This design comes from an exercise in tuning for small area on the open sky130 flow, not from production work.
At most, simulation tests tie the RTL to the original design; equivalence was not proved.
No activity file was given, so power comes from the tool's default toggle rates.

== v33 ==
==> flow/design.v (excerpt) <==
module uart_pwm_top (
    input  logic        clk,
    input  logic        rst_n,
    input  logic        rx_in,
    input  logic        fifo_read,
    output logic [7:0]  rx_data,
    output logic        rx_valid,
    output logic        eos_flag,
    output logic        buffer_full,
    output logic [7:0]  fifo_data,
    output logic        fifo_empty,
    input  logic        tx_start,
    input  logic [7:0]  tx_data,
    output logic        tx_out,
    output logic        tx_busy,
    input  logic [1:0]  pow2,
    input  logic [1:0]  pow5,
    input  logic [6:0]  duty_cycle,
    output logic        pwm_out,
    output logic        cycle_done
);
Size in the first run: roughly 1100 cells after synthesis, ~48 I/O pins.
Settings: LEC_CHECK=0, CAP_MARGIN=20, CORE_MARGIN=2, CORE_UTILIZATION=70, SLEW_MARGIN=20; clock period 20.0 ns.
standard.sh (not shown) runs the stock make flow with config.mk's settings and CLKGATE_MAP_FILE= SYNTH_SCRIPT=/design/flow/synth_recipe.tcl, a recipe that flattens the netlist after the stock synthesis.
==> flow/flow/run.sh <==
#!/bin/bash
# The standard layout (standard.sh) with three changes:
#  * synthesis maps the logic with an area-oriented ABC script (flow/abc.script)
#    in place of ORFS's abc_speed.script; the scripts folder is otherwise
#    ORFS's own, copied here unchanged;
#  * port buffers use the smallest buffer;
#  * clock tree synthesis uses clkbuf_8 and inserts no dummy loads.
set -euo pipefail
rm -rf orfs_scripts
cp -r "$FLOW_HOME/scripts" orfs_scripts
cp flow/abc.script orfs_scripts/abc_speed.script
bash standard.sh \
  "SCRIPTS_DIR=$PWD/orfs_scripts" \
  'BUFFER_PORTS_ARGS=-buffer_cell sky130_fd_sc_hd__buf_1' \
  'CTS_ARGS=-sink_clustering_enable -repair_clock_nets -dont_use_dummy_load -buf_list sky130_fd_sc_hd__clkbuf_8' \
  finish > flow_make.log 2>&1
==> flow/flow/abc.script <==
strash
&get -n
&st
&syn2
&dch -f
&nf -a -R 1000
&put
mfs2
strash
&get -n
&st
&dch -f
&nf -a -R 1000
&put
Changes in v13 relative to v33:
--- a/flow/flow/run.sh
+++ b/flow/flow/run.sh
@@ -14,3 +14,3 @@
   'BUFFER_PORTS_ARGS=-buffer_cell sky130_fd_sc_hd__buf_1' \
-  'CTS_ARGS=-sink_clustering_enable -repair_clock_nets -dont_use_dummy_load -buf_list sky130_fd_sc_hd__clkbuf_8' \
+  'CTS_ARGS=-sink_clustering_enable -repair_clock_nets -dont_use_dummy_load -buf_list sky130_fd_sc_hd__clkbuf_8 -sink_clustering_size 16' \
   finish > flow_make.log 2>&1
## What came out
v33 and v13 ended up with nearly the same leakage power. Any difference in portion of the clock cycle consumed by the worst path in the final layout between v33 and v13 is small enough to ignore. ~same global placer's final weighted congestion in v33 and v13. Taking v33 as the reference, in v13 routed wire length closely matched the old numbers; worst hold slack increased by 0.0042 ns relative to the old numbers. Number of stages on the worst setup path: v13 vs v33 up 2. In terms of power, v13 and v33 differ only marginally. Wire length of the first global-routing pass: v13 vs v33 — no meaningful difference. Data arrival time of the critical path, v33 and v13: smaller value in v13. Number of gates resized after CTS: v33 vs v13 identical.
No functional check of the RTL was part of any run of this note.

== oak ==
uart_pwm_top, a different RTL version from the one above (not shown whole).
For scale: ~1200 cells after synthesis, roughly 380 flip-flops.
==> flow/design.v (excerpt) <==
module uart_pwm_top (
    input  logic        clk,
    input  logic        rst_n,
    input  logic        rx_in,
    input  logic        fifo_read,
    output logic [7:0]  rx_data,
    output logic        rx_valid,
    output logic        eos_flag,
    output logic        buffer_full,
    output logic [7:0]  fifo_data,
    output logic        fifo_empty,
    input  logic        tx_start,
    input  logic [7:0]  tx_data,
    output logic        tx_out,
    output logic        tx_busy,
    input  logic [1:0]  pow2,
    input  logic [1:0]  pow5,
    input  logic [6:0]  duty_cycle,
    output logic        pwm_out,
    output logic        cycle_done
);
==> flow/config.mk <==
export PLATFORM = sky130hd
export DESIGN_NAME = uart_pwm_top
export DESIGN_NICKNAME = uart_pwm_top
export VERILOG_FILES = /design/flow/design.v
export SDC_FILE = /design/flow/constraint.sdc
export NUM_CORES = 4
export LEC_CHECK = 0
export CAP_MARGIN = 20
export CORE_MARGIN = 2
export CORE_UTILIZATION = 70
export SLEW_MARGIN = 20
==> flow/constraint.sdc <==
create_clock -name core_clock -period 20.0 [get_ports {clk}]
set_input_delay 4.0000 -clock core_clock [delete_from_list [all_inputs] [get_ports {clk}]]
set_output_delay 4.0000 -clock core_clock [all_outputs]
set_load 0.01 [all_outputs]
==> flow/flow/run.sh <==
#!/bin/bash
# Standard layout with two changes: port buffers use the smallest buffer, and
# clock tree synthesis inserts no dummy loads.
set -euo pipefail
bash standard.sh \
  'BUFFER_PORTS_ARGS=-buffer_cell sky130_fd_sc_hd__buf_1' \
  'CTS_ARGS=-sink_clustering_enable -repair_clock_nets -dont_use_dummy_load' \
  finish > flow_make.log 2>&1
oak reached the end of the flow, and the finished layout is clean on the timing, design-rule and antenna checks.
Edits applied to the flow inputs when going from oak to pine:
diff --git a/flow/flow/run.sh b/flow/flow/run.sh
--- a/flow/flow/run.sh
+++ b/flow/flow/run.sh
@@ -7 +7 @@
-  'CTS_ARGS=-sink_clustering_enable -repair_clock_nets -dont_use_dummy_load' \
+  'CTS_ARGS=-sink_clustering_enable -repair_clock_nets -dont_use_dummy_load -buf_list sky130_fd_sc_hd__clkbuf_8' \
pine reached the end of the flow, and the finished layout is clean on the timing, design-rule and antenna checks. [compare] base=oak new=pine: count of clock-buffer cells in the layout rose by 19; design area dropped 0.97%; number of H-tree levels did not really move; power density relative to cell area now smaller; non-clock buffer area fraction after layout shows no meaningful change. The higher mean routed wirelength per cell came out of oak. From oak to pine the numbers moved as follows: global-route wire length before repair dropped about 1.5%; routed wire length lost 730 microns; insertion delay of the later-clocked pin in the worst-skew pair up 0.07 ns.
What birch does differently from pine at the input level:
- CTS_CLUSTER_SIZE: unset -> 30
- CTS_BUF_LIST: unset -> sky130_fd_sc_hd__clkbuf_4
==> flow/run.sh (new file) <==
#!/bin/bash
# synth_recipe.tcl (not shown) runs the flow's synth.tcl, then flattens the netlist and writes it again
# the make line also repeats each setting of config.mk as NAME=value (left out here)
make -C /OpenROAD-flow-scripts/flow DESIGN_CONFIG=/design/flow/config.mk WORK_HOME=/design/flow/orfs CLKGATE_MAP_FILE= SYNTH_SCRIPT=/design/flow/synth_recipe.tcl finish
removed: flow/flow/run.sh
removed: flow/standard.sh
[summary]
birch ends up with higher final cell utilization of the core than pine does. Going from pine to birch, detailed-route wire length fell 0.46%; critical path's largest stage delay comparable; internal power consumption has increased; highest attainable clock frequency went down by about 6.5%. Comparing pine and birch, data arrival time at the worst-slack endpoint is lower on pine. In the tables for pine and birch, overall track demand over capacity in global routing reads higher with birch. In the metrics for pine and birch, the one carrying the lower setup slack is birch. Comparing pine and birch, the higher number of detailed-routing iterations run before antenna repair was measured on birch. birch has power per cell area above what pine had. Run comparison: pine worst setup path endpoint fifo_data[7]; birch worst setup path endpoint fifo_data[0].

## re-timing with driven ports
The flow's constraints put no driver on any port. The routed layouts listed below were extracted and timed again, unchanged, in two steps.
Step 1: set_driving_cell puts a clkbuf_16 on clk and a buf_2 on each other input, an assumption about the parent block.
Step 2, shift: input delay + t, output delay - t, t = (earliest + latest rising clock arrival at the registers) / 2. This alone moves slack from input paths to output paths.
a / b / c = no drivers / after step 1 / after step 2; a / b = the first two.
run	t, ns	setup WS [ns]	latest minus earliest clock arrival (ns)	slew at the worst register clock pin (ns)
v33	0.598	12.531 / 12.489 / 13.087	0.079 / 0.080	0.06 / 0.06
v13	0.600	12.556 / 12.514 / 13.114	0.081 / 0.082	0.07 / 0.07
oak	0.552	12.334 / 12.287 / 12.839	0.048 / 0.048	0.06 / 0.06
pine	0.607	12.291 / 12.247 / 12.854	0.071 / 0.072	0.06 / 0.06
birch	0.729	11.752 / 11.714 / 12.443	0.062 / 0.062	0.07 / 0.07
After both steps every run listed still meets setup and hold.
